This design comes from an exercise in tuning for small area and a short achievable clock period on the open sky130 flow, not from production work. The RTL was checked by simulation tests, not by an equivalence proof against the original design. No activity file was given, so power comes from the tool's default toggle rates.

==> trial 22 <==
==> flow/design.v (excerpt) <==
module game_2048(
   input wire clk,
   input wire [3:0] btn,
   input wire start,
   input wire load,
   input wire [63:0] load_board,
   output wire [63:0] Board_out,
   output wire full,
   output wire ifEnd,
   output wire success
    );
==> flow/config.mk <==
export PLATFORM = sky130hd
export DESIGN_NAME = game_2048
export DESIGN_NICKNAME = game_2048
export VERILOG_FILES = /design/flow/design.v
export SDC_FILE = /design/flow/constraint.sdc
export NUM_CORES = 4
export LEC_CHECK = 0
export ABC_AREA = 1
export CAP_MARGIN = 20
export CORE_MARGIN = 2
export CORE_UTILIZATION = 40
export SLEW_MARGIN = 20
==> flow/constraint.sdc <==
create_clock -name core_clock -period 11.0 [get_ports {clk}]
set_input_delay 2.2000 -clock core_clock [delete_from_list [all_inputs] [get_ports {clk}]]
set_output_delay 2.2000 -clock core_clock [all_outputs]
set_load 0.01 [all_outputs]
standard.sh (not shown) runs the stock make flow with config.mk's settings and CLKGATE_MAP_FILE= SYNTH_SCRIPT=/design/flow/synth_recipe.tcl, a recipe that flattens the netlist after the stock synthesis.
==> flow/flow/run.sh <==
#!/bin/bash
# Layout flow: the standard flow with small port buffers and a timing repair
# that aims for 5.8 ns of setup slack (the clock period and constraints are unchanged).
export BUFFER_PORTS_ARGS="-buffer_cell sky130_fd_sc_hd__buf_1"
export SETUP_SLACK_MARGIN=5.8
bash standard.sh > standard.log 2>&1
==> build 20 (differences from trial 22) <==
==> flow/flow/run.sh (replaced) <==
#!/bin/bash
# Layout flow: the standard flow with small port buffers and a timing repair
# that aims for 6 ns of setup slack (the clock period and constraints are unchanged).
export BUFFER_PORTS_ARGS="-buffer_cell sky130_fd_sc_hd__buf_1"
export SETUP_SLACK_MARGIN=6
bash standard.sh > standard.log 2>&1
Settings changed: CORE_UTILIZATION 40 to 50.
==> results.toml <==
[run_status]
outcome = "complete, no violations"

[sta]
final_period_minus_worst_setup_slack_ns = 5.13

[place]
detailed_place_hpwl_mm = 67.8

[pwr]
pwr.group.combinational_uw = 1500

[cells_and_area]
layout.clock_buffers = 11
That was build 20.
==> results.toml <==
[run_status]
outcome = "complete, no violations"

[pwr]
internal_power_uw = 845

[sta]
final_period_minus_worst_setup_slack_ns = 5.35

[place]
detailed_place_hpwl_mm = 73.7

[cells_and_area]
final_layout_size_suffix_gt1_share_pct = 17.5
layout.clock_buffers = 9

[critical_path]
worstPathCellList = "inv_1 -> nand2_1 -> a22o_1 -> nor3_1 -> nand2_1 -> nand4_1 -> a211oi_1 -> nand4_1 -> nor4_4 -> buf_2"

[clocking]
cts_tree = "yes"
That was trial 22.

========
==> v4 <==
Another version of the RTL of game_2048 (not shown whole).
Settings: LEC_CHECK=0, ABC_AREA=1, CAP_MARGIN=20, CORE_MARGIN=2, CORE_UTILIZATION=40, SLEW_MARGIN=20; clock period 11.0 ns.
==> flow/flow/run.sh <==
#!/bin/bash
# Layout flow: the standard flow with small port buffers and a timing repair
# that aims for 5.8 ns of setup slack (the clock period and constraints are unchanged).
export BUFFER_PORTS_ARGS="-buffer_cell sky130_fd_sc_hd__buf_1"
export SETUP_SLACK_MARGIN=5.8
bash standard.sh > standard.log 2>&1
==> inputs of v17, as changes to v4 <==
--- a/flow/design.v
+++ b/flow/design.v
@@ -76,68 +76,68 @@
    generate for (k = 0; k < 16; k = k + 1) begin : gc
       assign c[k] = slots[4*k +: 4];
       assign nz[k] = |slots[4*k +: 4];
       assign f15[k] = &slots[4*k +: 4];
    end endgenerate
-   wire [3:0] h0_n1 = nz[2] ? c[2] : c[3];
-   wire [3:0] h0_n0 = nz[1] ? c[1] : h0_n1;
+   wire [3:0] h0_n0 = c[1] | ({4{~nz[1]}} & (c[2] | ({4{~nz[2]}} & c[3])));
+   wire [3:0] h0_n1 = c[2] | ({4{~nz[2]}} & c[3]);
    wire h0_NE0 = nz[0] & (c[0] == h0_n0);
    wire h0_NE1 = nz[1] & (c[1] == h0_n1);
    wire h0_NE2 = nz[2] & (c[2] == c[3]);
    wire h0_PE3 = nz[3] & (nz[2] ? h0_NE2 : nz[1] ? h0_NE1 : h0_NE0);
    wire h0_PE2 = nz[2] & (nz[1] ? h0_NE1 : h0_NE0);
    wire h0_PE1 = nz[1] & h0_NE0;
-   wire [3:0] h1_n1 = nz[6] ? c[6] : c[7];
-   wire [3:0] h1_n0 = nz[5] ? c[5] : h1_n1;
+   wire [3:0] h1_n0 = c[5] | ({4{~nz[5]}} & (c[6] | ({4{~nz[6]}} & c[7])));
+   wire [3:0] h1_n1 = c[6] | ({4{~nz[6]}} & c[7]);
    wire h1_NE0 = nz[4] & (c[4] == h1_n0);
    wire h1_NE1 = nz[5] & (c[5] == h1_n1);
    wire h1_NE2 = nz[6] & (c[6] == c[7]);
    wire h1_PE3 = nz[7] & (nz[6] ? h1_NE2 : nz[5] ? h1_NE1 : h1_NE0);
    wire h1_PE2 = nz[6] & (nz[5] ? h1_NE1 : h1_NE0);
    wire h1_PE1 = nz[5] & h1_NE0;
-   wire [3:0] h2_n1 = nz[10] ? c[10] : c[11];
-   wire [3:0] h2_n0 = nz[9] ? c[9] : h2_n1;
+   wire [3:0] h2_n0 = c[9] | ({4{~nz[9]}} & (c[10] | ({4{~nz[10]}} & c[11])));
+   wire [3:0] h2_n1 = c[10] | ({4{~nz[10]}} & c[11]);
    wire h2_NE0 = nz[8] & (c[8] == h2_n0);
    wire h2_NE1 = nz[9] & (c[9] == h2_n1);
    wire h2_NE2 = nz[10] & (c[10] == c[11]);
    wire h2_PE3 = nz[11] & (nz[10] ? h2_NE2 : nz[9] ? h2_NE1 : h2_NE0);
    wire h2_PE2 = nz[10] & (nz[9] ? h2_NE1 : h2_NE0);
    wire h2_PE1 = nz[9] & h2_NE0;
-   wire [3:0] h3_n1 = nz[14] ? c[14] : c[15];
-   wire [3:0] h3_n0 = nz[13] ? c[13] : h3_n1;
+   wire [3:0] h3_n0 = c[13] | ({4{~nz[13]}} & (c[14] | ({4{~nz[14]}} & c[15])));
+   wire [3:0] h3_n1 = c[14] | ({4{~nz[14]}} & c[15]);
    wire h3_NE0 = nz[12] & (c[12] == h3_n0);
    wire h3_NE1 = nz[13] & (c[13] == h3_n1);
    wire h3_NE2 = nz[14] & (c[14] == c[15]);
    wire h3_PE3 = nz[15] & (nz[14] ? h3_NE2 : nz[13] ? h3_NE1 : h3_NE0);
    wire h3_PE2 = nz[14] & (nz[13] ? h3_NE1 : h3_NE0);
    wire h3_PE1 = nz[13] & h3_NE0;
-   wire [3:0] v0_n1 = nz[8] ? c[8] : c[12];
-   wire [3:0] v0_n0 = nz[4] ? c[4] : v0_n1;
+   wire [3:0] v0_n0 = c[4] | ({4{~nz[4]}} & (c[8] | ({4{~nz[8]}} & c[12])));
+   wire [3:0] v0_n1 = c[8] | ({4{~nz[8]}} & c[12]);
    wire v0_NE0 = nz[0] & (c[0] == v0_n0);
    wire v0_NE1 = nz[4] & (c[4] == v0_n1);
    wire v0_NE2 = nz[8] & (c[8] == c[12]);
    wire v0_PE3 = nz[12] & (nz[8] ? v0_NE2 : nz[4] ? v0_NE1 : v0_NE0);
    wire v0_PE2 = nz[8] & (nz[4] ? v0_NE1 : v0_NE0);
    wire v0_PE1 = nz[4] & v0_NE0;
-   wire [3:0] v1_n1 = nz[9] ? c[9] : c[13];
-   wire [3:0] v1_n0 = nz[5] ? c[5] : v1_n1;
+   wire [3:0] v1_n0 = c[5] | ({4{~nz[5]}} & (c[9] | ({4{~nz[9]}} & c[13])));
+   wire [3:0] v1_n1 = c[9] | ({4{~nz[9]}} & c[13]);
    wire v1_NE0 = nz[1] & (c[1] == v1_n0);
    wire v1_NE1 = nz[5] & (c[5] == v1_n1);
    wire v1_NE2 = nz[9] & (c[9] == c[13]);
    wire v1_PE3 = nz[13] & (nz[9] ? v1_NE2 : nz[5] ? v1_NE1 : v1_NE0);
    wire v1_PE2 = nz[9] & (nz[5] ? v1_NE1 : v1_NE0);
    wire v1_PE1 = nz[5] & v1_NE0;
-   wire [3:0] v2_n1 = nz[10] ? c[10] : c[14];
-   wire [3:0] v2_n0 = nz[6] ? c[6] : v2_n1;
+   wire [3:0] v2_n0 = c[6] | ({4{~nz[6]}} & (c[10] | ({4{~nz[10]}} & c[14])));
+   wire [3:0] v2_n1 = c[10] | ({4{~nz[10]}} & c[14]);
    wire v2_NE0 = nz[2] & (c[2] == v2_n0);
    wire v2_NE1 = nz[6] & (c[6] == v2_n1);
    wire v2_NE2 = nz[10] & (c[10] == c[14]);
    wire v2_PE3 = nz[14] & (nz[10] ? v2_NE2 : nz[6] ? v2_NE1 : v2_NE0);
    wire v2_PE2 = nz[10] & (nz[6] ? v2_NE1 : v2_NE0);
    wire v2_PE1 = nz[6] & v2_NE0;
-   wire [3:0] v3_n1 = nz[11] ? c[11] : c[15];
-   wire [3:0] v3_n0 = nz[7] ? c[7] : v3_n1;
+   wire [3:0] v3_n0 = c[7] | ({4{~nz[7]}} & (c[11] | ({4{~nz[11]}} & c[15])));
+   wire [3:0] v3_n1 = c[11] | ({4{~nz[11]}} & c[15]);
    wire v3_NE0 = nz[3] & (c[3] == v3_n0);
    wire v3_NE1 = nz[7] & (c[7] == v3_n1);
    wire v3_NE2 = nz[11] & (c[11] == c[15]);
    wire v3_PE3 = nz[15] & (nz[11] ? v3_NE2 : nz[7] ? v3_NE1 : v3_NE0);
    wire v3_PE2 = nz[11] & (nz[7] ? v3_NE1 : v3_NE0);
==> flow/flow/run.sh (replaced) <==
#!/bin/bash
# Layout flow: the standard flow with small port buffers and a timing repair
# that aims for 6 ns of setup slack (the clock period and constraints are unchanged).
export BUFFER_PORTS_ARGS="-buffer_cell sky130_fd_sc_hd__buf_1"
export SETUP_SLACK_MARGIN=6
bash standard.sh > standard.log 2>&1
- PLACE_DENSITY: unset -> 0.75
==> inputs of v14, as changes to v4 <==
--- a/flow/design.v
+++ b/flow/design.v
@@ -76,68 +76,68 @@
    generate for (k = 0; k < 16; k = k + 1) begin : gc
       assign c[k] = slots[4*k +: 4];
       assign nz[k] = |slots[4*k +: 4];
       assign f15[k] = &slots[4*k +: 4];
    end endgenerate
-   wire [3:0] h0_n1 = nz[2] ? c[2] : c[3];
-   wire [3:0] h0_n0 = nz[1] ? c[1] : h0_n1;
+   wire [3:0] h0_n0 = c[1] | ({4{~nz[1]}} & (c[2] | ({4{~nz[2]}} & c[3])));
+   wire [3:0] h0_n1 = c[2] | ({4{~nz[2]}} & c[3]);
    wire h0_NE0 = nz[0] & (c[0] == h0_n0);
    wire h0_NE1 = nz[1] & (c[1] == h0_n1);
    wire h0_NE2 = nz[2] & (c[2] == c[3]);
    wire h0_PE3 = nz[3] & (nz[2] ? h0_NE2 : nz[1] ? h0_NE1 : h0_NE0);
    wire h0_PE2 = nz[2] & (nz[1] ? h0_NE1 : h0_NE0);
    wire h0_PE1 = nz[1] & h0_NE0;
-   wire [3:0] h1_n1 = nz[6] ? c[6] : c[7];
-   wire [3:0] h1_n0 = nz[5] ? c[5] : h1_n1;
+   wire [3:0] h1_n0 = c[5] | ({4{~nz[5]}} & (c[6] | ({4{~nz[6]}} & c[7])));
+   wire [3:0] h1_n1 = c[6] | ({4{~nz[6]}} & c[7]);
    wire h1_NE0 = nz[4] & (c[4] == h1_n0);
    wire h1_NE1 = nz[5] & (c[5] == h1_n1);
    wire h1_NE2 = nz[6] & (c[6] == c[7]);
    wire h1_PE3 = nz[7] & (nz[6] ? h1_NE2 : nz[5] ? h1_NE1 : h1_NE0);
    wire h1_PE2 = nz[6] & (nz[5] ? h1_NE1 : h1_NE0);
    wire h1_PE1 = nz[5] & h1_NE0;
-   wire [3:0] h2_n1 = nz[10] ? c[10] : c[11];
-   wire [3:0] h2_n0 = nz[9] ? c[9] : h2_n1;
+   wire [3:0] h2_n0 = c[9] | ({4{~nz[9]}} & (c[10] | ({4{~nz[10]}} & c[11])));
+   wire [3:0] h2_n1 = c[10] | ({4{~nz[10]}} & c[11]);
    wire h2_NE0 = nz[8] & (c[8] == h2_n0);
    wire h2_NE1 = nz[9] & (c[9] == h2_n1);
    wire h2_NE2 = nz[10] & (c[10] == c[11]);
    wire h2_PE3 = nz[11] & (nz[10] ? h2_NE2 : nz[9] ? h2_NE1 : h2_NE0);
    wire h2_PE2 = nz[10] & (nz[9] ? h2_NE1 : h2_NE0);
    wire h2_PE1 = nz[9] & h2_NE0;
-   wire [3:0] h3_n1 = nz[14] ? c[14] : c[15];
-   wire [3:0] h3_n0 = nz[13] ? c[13] : h3_n1;
+   wire [3:0] h3_n0 = c[13] | ({4{~nz[13]}} & (c[14] | ({4{~nz[14]}} & c[15])));
+   wire [3:0] h3_n1 = c[14] | ({4{~nz[14]}} & c[15]);
    wire h3_NE0 = nz[12] & (c[12] == h3_n0);
    wire h3_NE1 = nz[13] & (c[13] == h3_n1);
    wire h3_NE2 = nz[14] & (c[14] == c[15]);
    wire h3_PE3 = nz[15] & (nz[14] ? h3_NE2 : nz[13] ? h3_NE1 : h3_NE0);
    wire h3_PE2 = nz[14] & (nz[13] ? h3_NE1 : h3_NE0);
    wire h3_PE1 = nz[13] & h3_NE0;
-   wire [3:0] v0_n1 = nz[8] ? c[8] : c[12];
-   wire [3:0] v0_n0 = nz[4] ? c[4] : v0_n1;
+   wire [3:0] v0_n0 = c[4] | ({4{~nz[4]}} & (c[8] | ({4{~nz[8]}} & c[12])));
+   wire [3:0] v0_n1 = c[8] | ({4{~nz[8]}} & c[12]);
    wire v0_NE0 = nz[0] & (c[0] == v0_n0);
    wire v0_NE1 = nz[4] & (c[4] == v0_n1);
    wire v0_NE2 = nz[8] & (c[8] == c[12]);
    wire v0_PE3 = nz[12] & (nz[8] ? v0_NE2 : nz[4] ? v0_NE1 : v0_NE0);
    wire v0_PE2 = nz[8] & (nz[4] ? v0_NE1 : v0_NE0);
    wire v0_PE1 = nz[4] & v0_NE0;
-   wire [3:0] v1_n1 = nz[9] ? c[9] : c[13];
-   wire [3:0] v1_n0 = nz[5] ? c[5] : v1_n1;
+   wire [3:0] v1_n0 = c[5] | ({4{~nz[5]}} & (c[9] | ({4{~nz[9]}} & c[13])));
+   wire [3:0] v1_n1 = c[9] | ({4{~nz[9]}} & c[13]);
    wire v1_NE0 = nz[1] & (c[1] == v1_n0);
    wire v1_NE1 = nz[5] & (c[5] == v1_n1);
    wire v1_NE2 = nz[9] & (c[9] == c[13]);
    wire v1_PE3 = nz[13] & (nz[9] ? v1_NE2 : nz[5] ? v1_NE1 : v1_NE0);
    wire v1_PE2 = nz[9] & (nz[5] ? v1_NE1 : v1_NE0);
    wire v1_PE1 = nz[5] & v1_NE0;
-   wire [3:0] v2_n1 = nz[10] ? c[10] : c[14];
-   wire [3:0] v2_n0 = nz[6] ? c[6] : v2_n1;
+   wire [3:0] v2_n0 = c[6] | ({4{~nz[6]}} & (c[10] | ({4{~nz[10]}} & c[14])));
+   wire [3:0] v2_n1 = c[10] | ({4{~nz[10]}} & c[14]);
    wire v2_NE0 = nz[2] & (c[2] == v2_n0);
    wire v2_NE1 = nz[6] & (c[6] == v2_n1);
    wire v2_NE2 = nz[10] & (c[10] == c[14]);
    wire v2_PE3 = nz[14] & (nz[10] ? v2_NE2 : nz[6] ? v2_NE1 : v2_NE0);
    wire v2_PE2 = nz[10] & (nz[6] ? v2_NE1 : v2_NE0);
    wire v2_PE1 = nz[6] & v2_NE0;
-   wire [3:0] v3_n1 = nz[11] ? c[11] : c[15];
-   wire [3:0] v3_n0 = nz[7] ? c[7] : v3_n1;
+   wire [3:0] v3_n0 = c[7] | ({4{~nz[7]}} & (c[11] | ({4{~nz[11]}} & c[15])));
+   wire [3:0] v3_n1 = c[11] | ({4{~nz[11]}} & c[15]);
    wire v3_NE0 = nz[3] & (c[3] == v3_n0);
    wire v3_NE1 = nz[7] & (c[7] == v3_n1);
    wire v3_NE2 = nz[11] & (c[11] == c[15]);
    wire v3_PE3 = nz[15] & (nz[11] ? v3_NE2 : nz[7] ? v3_NE1 : v3_NE0);
    wire v3_PE2 = nz[11] & (nz[7] ? v3_NE1 : v3_NE0);
==> flow/flow/run.sh (replaced) <==
#!/bin/bash
# Layout flow: the standard flow with small port buffers and a timing repair
# that aims for 6 ns of setup slack (the clock period and constraints are unchanged).
export BUFFER_PORTS_ARGS="-buffer_cell sky130_fd_sc_hd__buf_1"
export SETUP_SLACK_MARGIN=6
bash standard.sh > standard.log 2>&1
==> inputs of v30, as changes to v4 <==
--- a/flow/design.v
+++ b/flow/design.v
@@ -76,68 +76,68 @@
    generate for (k = 0; k < 16; k = k + 1) begin : gc
       assign c[k] = slots[4*k +: 4];
       assign nz[k] = |slots[4*k +: 4];
       assign f15[k] = &slots[4*k +: 4];
    end endgenerate
-   wire [3:0] h0_n1 = nz[2] ? c[2] : c[3];
-   wire [3:0] h0_n0 = nz[1] ? c[1] : h0_n1;
+   wire [3:0] h0_n0 = c[1] | ({4{~nz[1]}} & (c[2] | ({4{~nz[2]}} & c[3])));
+   wire [3:0] h0_n1 = c[2] | ({4{~nz[2]}} & c[3]);
    wire h0_NE0 = nz[0] & (c[0] == h0_n0);
    wire h0_NE1 = nz[1] & (c[1] == h0_n1);
    wire h0_NE2 = nz[2] & (c[2] == c[3]);
    wire h0_PE3 = nz[3] & (nz[2] ? h0_NE2 : nz[1] ? h0_NE1 : h0_NE0);
    wire h0_PE2 = nz[2] & (nz[1] ? h0_NE1 : h0_NE0);
    wire h0_PE1 = nz[1] & h0_NE0;
-   wire [3:0] h1_n1 = nz[6] ? c[6] : c[7];
-   wire [3:0] h1_n0 = nz[5] ? c[5] : h1_n1;
+   wire [3:0] h1_n0 = c[5] | ({4{~nz[5]}} & (c[6] | ({4{~nz[6]}} & c[7])));
+   wire [3:0] h1_n1 = c[6] | ({4{~nz[6]}} & c[7]);
    wire h1_NE0 = nz[4] & (c[4] == h1_n0);
    wire h1_NE1 = nz[5] & (c[5] == h1_n1);
    wire h1_NE2 = nz[6] & (c[6] == c[7]);
    wire h1_PE3 = nz[7] & (nz[6] ? h1_NE2 : nz[5] ? h1_NE1 : h1_NE0);
    wire h1_PE2 = nz[6] & (nz[5] ? h1_NE1 : h1_NE0);
    wire h1_PE1 = nz[5] & h1_NE0;
-   wire [3:0] h2_n1 = nz[10] ? c[10] : c[11];
-   wire [3:0] h2_n0 = nz[9] ? c[9] : h2_n1;
+   wire [3:0] h2_n0 = c[9] | ({4{~nz[9]}} & (c[10] | ({4{~nz[10]}} & c[11])));
+   wire [3:0] h2_n1 = c[10] | ({4{~nz[10]}} & c[11]);
    wire h2_NE0 = nz[8] & (c[8] == h2_n0);
    wire h2_NE1 = nz[9] & (c[9] == h2_n1);
    wire h2_NE2 = nz[10] & (c[10] == c[11]);
    wire h2_PE3 = nz[11] & (nz[10] ? h2_NE2 : nz[9] ? h2_NE1 : h2_NE0);
    wire h2_PE2 = nz[10] & (nz[9] ? h2_NE1 : h2_NE0);
    wire h2_PE1 = nz[9] & h2_NE0;
-   wire [3:0] h3_n1 = nz[14] ? c[14] : c[15];
-   wire [3:0] h3_n0 = nz[13] ? c[13] : h3_n1;
+   wire [3:0] h3_n0 = c[13] | ({4{~nz[13]}} & (c[14] | ({4{~nz[14]}} & c[15])));
+   wire [3:0] h3_n1 = c[14] | ({4{~nz[14]}} & c[15]);
    wire h3_NE0 = nz[12] & (c[12] == h3_n0);
    wire h3_NE1 = nz[13] & (c[13] == h3_n1);
    wire h3_NE2 = nz[14] & (c[14] == c[15]);
    wire h3_PE3 = nz[15] & (nz[14] ? h3_NE2 : nz[13] ? h3_NE1 : h3_NE0);
    wire h3_PE2 = nz[14] & (nz[13] ? h3_NE1 : h3_NE0);
    wire h3_PE1 = nz[13] & h3_NE0;
-   wire [3:0] v0_n1 = nz[8] ? c[8] : c[12];
-   wire [3:0] v0_n0 = nz[4] ? c[4] : v0_n1;
+   wire [3:0] v0_n0 = c[4] | ({4{~nz[4]}} & (c[8] | ({4{~nz[8]}} & c[12])));
+   wire [3:0] v0_n1 = c[8] | ({4{~nz[8]}} & c[12]);
    wire v0_NE0 = nz[0] & (c[0] == v0_n0);
    wire v0_NE1 = nz[4] & (c[4] == v0_n1);
    wire v0_NE2 = nz[8] & (c[8] == c[12]);
    wire v0_PE3 = nz[12] & (nz[8] ? v0_NE2 : nz[4] ? v0_NE1 : v0_NE0);
    wire v0_PE2 = nz[8] & (nz[4] ? v0_NE1 : v0_NE0);
    wire v0_PE1 = nz[4] & v0_NE0;
-   wire [3:0] v1_n1 = nz[9] ? c[9] : c[13];
-   wire [3:0] v1_n0 = nz[5] ? c[5] : v1_n1;
+   wire [3:0] v1_n0 = c[5] | ({4{~nz[5]}} & (c[9] | ({4{~nz[9]}} & c[13])));
+   wire [3:0] v1_n1 = c[9] | ({4{~nz[9]}} & c[13]);
    wire v1_NE0 = nz[1] & (c[1] == v1_n0);
    wire v1_NE1 = nz[5] & (c[5] == v1_n1);
    wire v1_NE2 = nz[9] & (c[9] == c[13]);
    wire v1_PE3 = nz[13] & (nz[9] ? v1_NE2 : nz[5] ? v1_NE1 : v1_NE0);
    wire v1_PE2 = nz[9] & (nz[5] ? v1_NE1 : v1_NE0);
    wire v1_PE1 = nz[5] & v1_NE0;
-   wire [3:0] v2_n1 = nz[10] ? c[10] : c[14];
-   wire [3:0] v2_n0 = nz[6] ? c[6] : v2_n1;
+   wire [3:0] v2_n0 = c[6] | ({4{~nz[6]}} & (c[10] | ({4{~nz[10]}} & c[14])));
+   wire [3:0] v2_n1 = c[10] | ({4{~nz[10]}} & c[14]);
    wire v2_NE0 = nz[2] & (c[2] == v2_n0);
    wire v2_NE1 = nz[6] & (c[6] == v2_n1);
    wire v2_NE2 = nz[10] & (c[10] == c[14]);
    wire v2_PE3 = nz[14] & (nz[10] ? v2_NE2 : nz[6] ? v2_NE1 : v2_NE0);
    wire v2_PE2 = nz[10] & (nz[6] ? v2_NE1 : v2_NE0);
    wire v2_PE1 = nz[6] & v2_NE0;
-   wire [3:0] v3_n1 = nz[11] ? c[11] : c[15];
-   wire [3:0] v3_n0 = nz[7] ? c[7] : v3_n1;
+   wire [3:0] v3_n0 = c[7] | ({4{~nz[7]}} & (c[11] | ({4{~nz[11]}} & c[15])));
+   wire [3:0] v3_n1 = c[11] | ({4{~nz[11]}} & c[15]);
    wire v3_NE0 = nz[3] & (c[3] == v3_n0);
    wire v3_NE1 = nz[7] & (c[7] == v3_n1);
    wire v3_NE2 = nz[11] & (c[11] == c[15]);
    wire v3_PE3 = nz[15] & (nz[11] ? v3_NE2 : nz[7] ? v3_NE1 : v3_NE0);
    wire v3_PE2 = nz[11] & (nz[7] ? v3_NE1 : v3_NE0);
==> flow/flow/run.sh (replaced) <==
#!/bin/bash
# Layout flow: the standard flow with small port buffers and a timing repair
# that aims for 6 ns of setup slack (the clock period and constraints are unchanged).
export BUFFER_PORTS_ARGS="-buffer_cell sky130_fd_sc_hd__buf_1"
export SETUP_SLACK_MARGIN=6
bash standard.sh > standard.log 2>&1
- GPL_TIMING_DRIVEN: unset -> 0
==> notes <==
- Via count, lowest first: v14, v17, v4, v30.
- Die area: v17 is lower than v4 (1.2%).
- Between v14 and v17, the lower worst setup slack is in v14 (gap 97 ps).
- Final area: v14 is larger than v4 (0.55%).
- Fmax, highest first: v17, v30, v14, v4.
- Area after synthesis is the same in v17 and v30.
- In synthesized cell count, v14 and v17 do not differ.
- Against v17, the non-clock buffer count of v14 is lower by 59.
- Power, lowest first: v17, v4, v14, v30.
==> figures <==
|  | v17 | v4 | v14 | v30 |
|---|---|---|---|---|
| Critical path's slowest cell | dfxtp_4 | dfxtp_1 | dfxtp_2 | dfxtp_1 |
| Adder and majority cell fraction of the synthesized area | 2.81% | 2.77% | 2.81% | 2.81% |
| Simple-gate portion of the synthesized area | 61.3% | 61.9% | 61.3% | 61.3% |
| Non-Clock Buffer Area Fraction | 11.1% | 7.95% | 8.50% | 12.6% |
| Largest net degree at the start of global routing | 41 | 42 | 44 | 13 |
| Worst hold slack | 644 ps | 824 ps | 725 ps | 730 ps |
| Wire length on met3 | 15,500 um | 15,800 um | 14,500 um | 17,100 um |
| Sequential power | 0.000311 W | 0.000304 W | 0.000325 W | 0.000288 W |
| Clock edge transition at the registers on the reported setup and hold paths | 70 ps | 80 ps | 70 ps | 70 ps |
| Flip-flop and latch share of the layout cell area | 8.32% | 8.03% | 8.33% | 7.74% |
| Fin area | 16,900 um^2 | 16,300 um^2 | 16,400 um^2 | 17,100 um^2 |
| Uppermost routed layer | met4 | met5 | met5 | met5 |
| Placed Instances | 3,142 | 3,218 | 3,145 | 3,192 |
| Reg area | 1410 um^2 | 1310 um^2 | 1360 um^2 | 1320 um^2 |
| Average cell area after synthesis | 5.51 um^2 | 5.44 um^2 | 5.51 um^2 | 5.51 um^2 |
| Cell Int Power | 0.000817 W | 0.000795 W | 0.000847 W | 0.000827 W |
| Hold path startpoint | temp[3] | temp[51] | temp[3] | temp[54] |
| Number of global-route vias before repair | 18.7k | 19.5k | 18.8k | 19.7k |
| Final Net Count | 2,908 | 2,911 | 2,848 | 2,935 |
| Result of the run | finished clean | finished clean | finished clean | finished clean |

## port drivers added, routing unchanged
No port has a modelled driver above. Below, the same layouts with a new extraction and two added sets of constraints. Step 1, drivers: a clkbuf_16 drives clk and a buf_2 each remaining input, both assumed. Step 2 moves the port delays by t, midway between the first and last clock arrival at a register: inputs arrive t later, outputs are due t later. That takes back most of the time a late clock gives input paths. a / b / c = ideal / step 1 / step 2; a / b = the first two.
run	shift t [ns]	slack for setup (ns)	hold WS [ns]
trial 22	0.449	5.654 / 5.598 / 5.489	0.722 / 0.722 / 0.722
build 20	0.435	5.867 / 5.812 / 5.571	0.690 / 0.690 / 0.690
v4	0.442	5.567 / 5.508 / 5.332	0.824 / 0.824 / 0.824
v17	0.455	5.876 / 5.824 / 5.623	0.644 / 0.644 / 0.644
v14	0.460	5.779 / 5.723 / 5.695	0.725 / 0.725 / 0.725
v30	0.448	5.779 / 5.721 / 5.479	0.730 / 0.730 / 0.730
After both steps setup and hold are still met in every run listed. For v30, which loses most, drivers alone change the setup slack by -0.058 ns; drivers and shift together by -0.300 ns.
